Source: an optimization exercise on an open RTL-to-GDS flow (aim: small area and few clock cycles per item). Production flows keep margins and buffers that such runs may drop. Function was checked by simulation only, so behaviour that the tests miss may differ from the original. No activity file was given, so power comes from the tool's default toggle rates.

==> flow/design.v (excerpt) <==
module AxiPeriph(
  input         clock,
  input         reset,
  input  [4:0]  io_axi_s0_aw_awaddr,
  input  [2:0]  io_axi_s0_aw_awprot,
  input         io_axi_s0_aw_awvalid,
  output        io_axi_s0_aw_awready,
  input  [11:0] io_axi_s0_aw_awid,
  input  [31:0] io_axi_s0_w_wdata,
  input  [3:0]  io_axi_s0_w_wstrb,
  input         io_axi_s0_w_wvalid,
  output        io_axi_s0_w_wready,
  input  [11:0] io_axi_s0_w_wid,
  output [1:0]  io_axi_s0_b_bresp,
  output        io_axi_s0_b_bvalid,
  input         io_axi_s0_b_bready,
  output [11:0] io_axi_s0_b_bid,
  input  [4:0]  io_axi_s0_ar_araddr,
  input  [2:0]  io_axi_s0_ar_arprot,
  input         io_axi_s0_ar_arvalid,
  output        io_axi_s0_ar_arready,
  input  [11:0] io_axi_s0_ar_arid,
  output [31:0] io_axi_s0_r_rdata,
  output [1:0]  io_axi_s0_r_rresp,
  output        io_axi_s0_r_rvalid,
  input         io_axi_s0_r_rready,
  output [11:0] io_axi_s0_r_rid,
  output [1:0]  io_leds,
  output        io_irqOut
);
Size in the first run: about 160 I/O pins, about 10000 um2 of cells after synthesis.
export LEC_CHECK = 0
export CAP_MARGIN = 20
export CORE_MARGIN = 2
export CORE_UTILIZATION = 40
export SLEW_MARGIN = 20
create_clock -name core_clock -period 5.0 [get_ports {clock}]
run.sh (not shown) runs the stock make flow with config.mk's settings and CLKGATE_MAP_FILE= SYNTH_SCRIPT=/design/flow/synth_recipe.tcl, a recipe that flattens the netlist after the stock synthesis.
The baseline ran to the end with no violations.
Testbench counts at the start, summed over its fixed seeds: cycles 2,531, txns 3,200.
Next try:
==> flow/flow/run.sh (new file) <==
#!/bin/bash
# Standard ORFS layout, with two changes: port buffers use the smallest
# buffer cell, and clock tree synthesis uses clkbuf_4 leaf clusters of about
# ten flip-flops, without dummy loads.
set -euo pipefail
export BUFFER_PORTS_ARGS="-buffer_cell sky130_fd_sc_hd__buf_1"
export CTS_ARGS="-sink_clustering_enable -repair_clock_nets -buf_list sky130_fd_sc_hd__clkbuf_4 -sink_clustering_size 10 -sink_clustering_max_diameter 60 -dont_use_dummy_load"
bash standard.sh > standard_flow.log 2>&1
==> flow/standard.sh (new file) <==
#!/bin/bash
# synth_recipe.tcl (not shown) runs the flow's synth.tcl, then flattens the netlist and writes it again
# the make line also repeats each setting of config.mk as NAME=value (left out here)
make -C /OpenROAD-flow-scripts/flow DESIGN_CONFIG=/design/flow/config.mk WORK_HOME=/design/flow/orfs CLKGATE_MAP_FILE= SYNTH_SCRIPT=/design/flow/synth_recipe.tcl "${@:-finish}"
removed: flow/run.sh
After rerunning: Critical path depth is unchanged; synthesized cell count does not change; worst setup slack gets better by 140 ps; final cell count came out lower slightly; sequential share of layout area climbs by 7.7 points; clock power went down by well over a third; hold slack gets worse by 6.0 ps; clock skew came out higher by 7.8 ps; cell area went down by roughly a tenth; fmax rose by a few percent.
Next try:
- CORE_UTILIZATION: 40 -> 65
=>
- combinational power goes up by about 2%
- via count rose by 0.36%
- core utilization rises by 28 points
- synthesized area is unchanged
- total power stays flat
- cell area falls by 1.2%
- clock power barely changes
- fmax grows by 2.7%
- sequential power barely changes
- clock skew came out higher by 13 ps

Starting RTL as in the previous note.
export LEC_CHECK = 0
export CAP_MARGIN = 0
export CORE_MARGIN = 2
export CORE_UTILIZATION = 40
export SLEW_MARGIN = 0
create_clock -name core_clock -period 5.0 [get_ports {clock}]
standard.sh (not shown) runs the stock make flow with config.mk's settings and CLKGATE_MAP_FILE= SYNTH_SCRIPT=/design/flow/synth_recipe.tcl, a recipe that flattens the netlist after the stock synthesis.
==> flow/flow/run.sh <==
#!/bin/bash
# Standard ORFS layout, with two changes: port buffers use the smallest
# buffer cell, and clock tree synthesis uses clkbuf_4 leaf clusters of about
# ten flip-flops, without dummy loads.
set -euo pipefail
export BUFFER_PORTS_ARGS="-buffer_cell sky130_fd_sc_hd__buf_1"
export CTS_ARGS="-sink_clustering_enable -repair_clock_nets -buf_list sky130_fd_sc_hd__clkbuf_4 -sink_clustering_size 10 -sink_clustering_max_diameter 60 -dont_use_dummy_load"
bash standard.sh > standard_flow.log 2>&1
The baseline went through all stages and came out clean.
Testbench counts at the start, summed over its fixed seeds: cycles 2,531, txns 3,200.
==> next run, changes <==
==> flow/flow/run.sh (replaced) <==
#!/bin/bash
# Standard ORFS layout, with two changes: port buffers use the smallest
# buffer cell, and clock tree synthesis uses clkbuf_4 without dummy loads.
set -euo pipefail
export BUFFER_PORTS_ARGS="-buffer_cell sky130_fd_sc_hd__buf_1"
export CTS_ARGS="-sink_clustering_enable -repair_clock_nets -buf_list sky130_fd_sc_hd__clkbuf_4 -dont_use_dummy_load"
bash standard.sh > standard_flow.log 2>&1
--- a/flow/config.mk
+++ b/flow/config.mk
@@ -8 +8 @@
-export CAP_MARGIN = 0
+export CAP_MARGIN = 20
@@ -11 +11 @@
-export SLEW_MARGIN = 0
+export SLEW_MARGIN = 20
The changed run finished with timing, DRC and antenna clean.
Total power rises by 9.5%.
Synthesized area does not change.
Clock power rises by 40%.
Clock skew rises by 28 ps.
Critical path depth is unchanged.
Count of clock-buffer cells in the layout rises by 38.
Non-clock buffer count rises by 1.
Register-to-register slack loses 30 ps.
Sequential power is about the same.

-- port drivers added, routing unchanged --
How much do the figures lean on ideal ports? The routed layouts below were timed once more, with nothing changed but the port constraints.
Step 1: set_driving_cell puts a clkbuf_16 on clock and a buf_2 on each other input, an assumption about the parent block.
Step 2 also shifts input and output timing later by t, the mid clock arrival at the registers, as if the neighbouring blocks saw the same clock.
Three values: ideal, step 1, step 2; two values: the first two.
| run | t (ns) | slack for setup (ns) | worst setup path at the end | slew at the worst register clock pin (ns) | worst data-port slew with drivers (ns) |
|---|---|---|---|---|---|
| the first run of note 1 | 0.574 | 1.297 / 1.249 / 1.534 | input to output | 0.06 / 0.06 | 0.04 |
| the second run of note 1 | 0.647 | 1.435 / 1.392 / 2.039 | register to output | 0.11 / 0.11 | 0.04 |
| the third run of note 1 | 0.641 | 1.530 / 1.495 / 1.977 | input to register | 0.11 / 0.11 | 0.03 |
| the first run of note 2 | 0.651 | 1.423 / 1.381 / 2.032 | register to output | 0.11 / 0.11 | 0.04 |
| the second run of note 2 | 0.654 | 1.416 / 1.374 / 2.028 | register to output | 0.07 / 0.07 | 0.04 |
After both steps setup and hold are still met in every run listed.
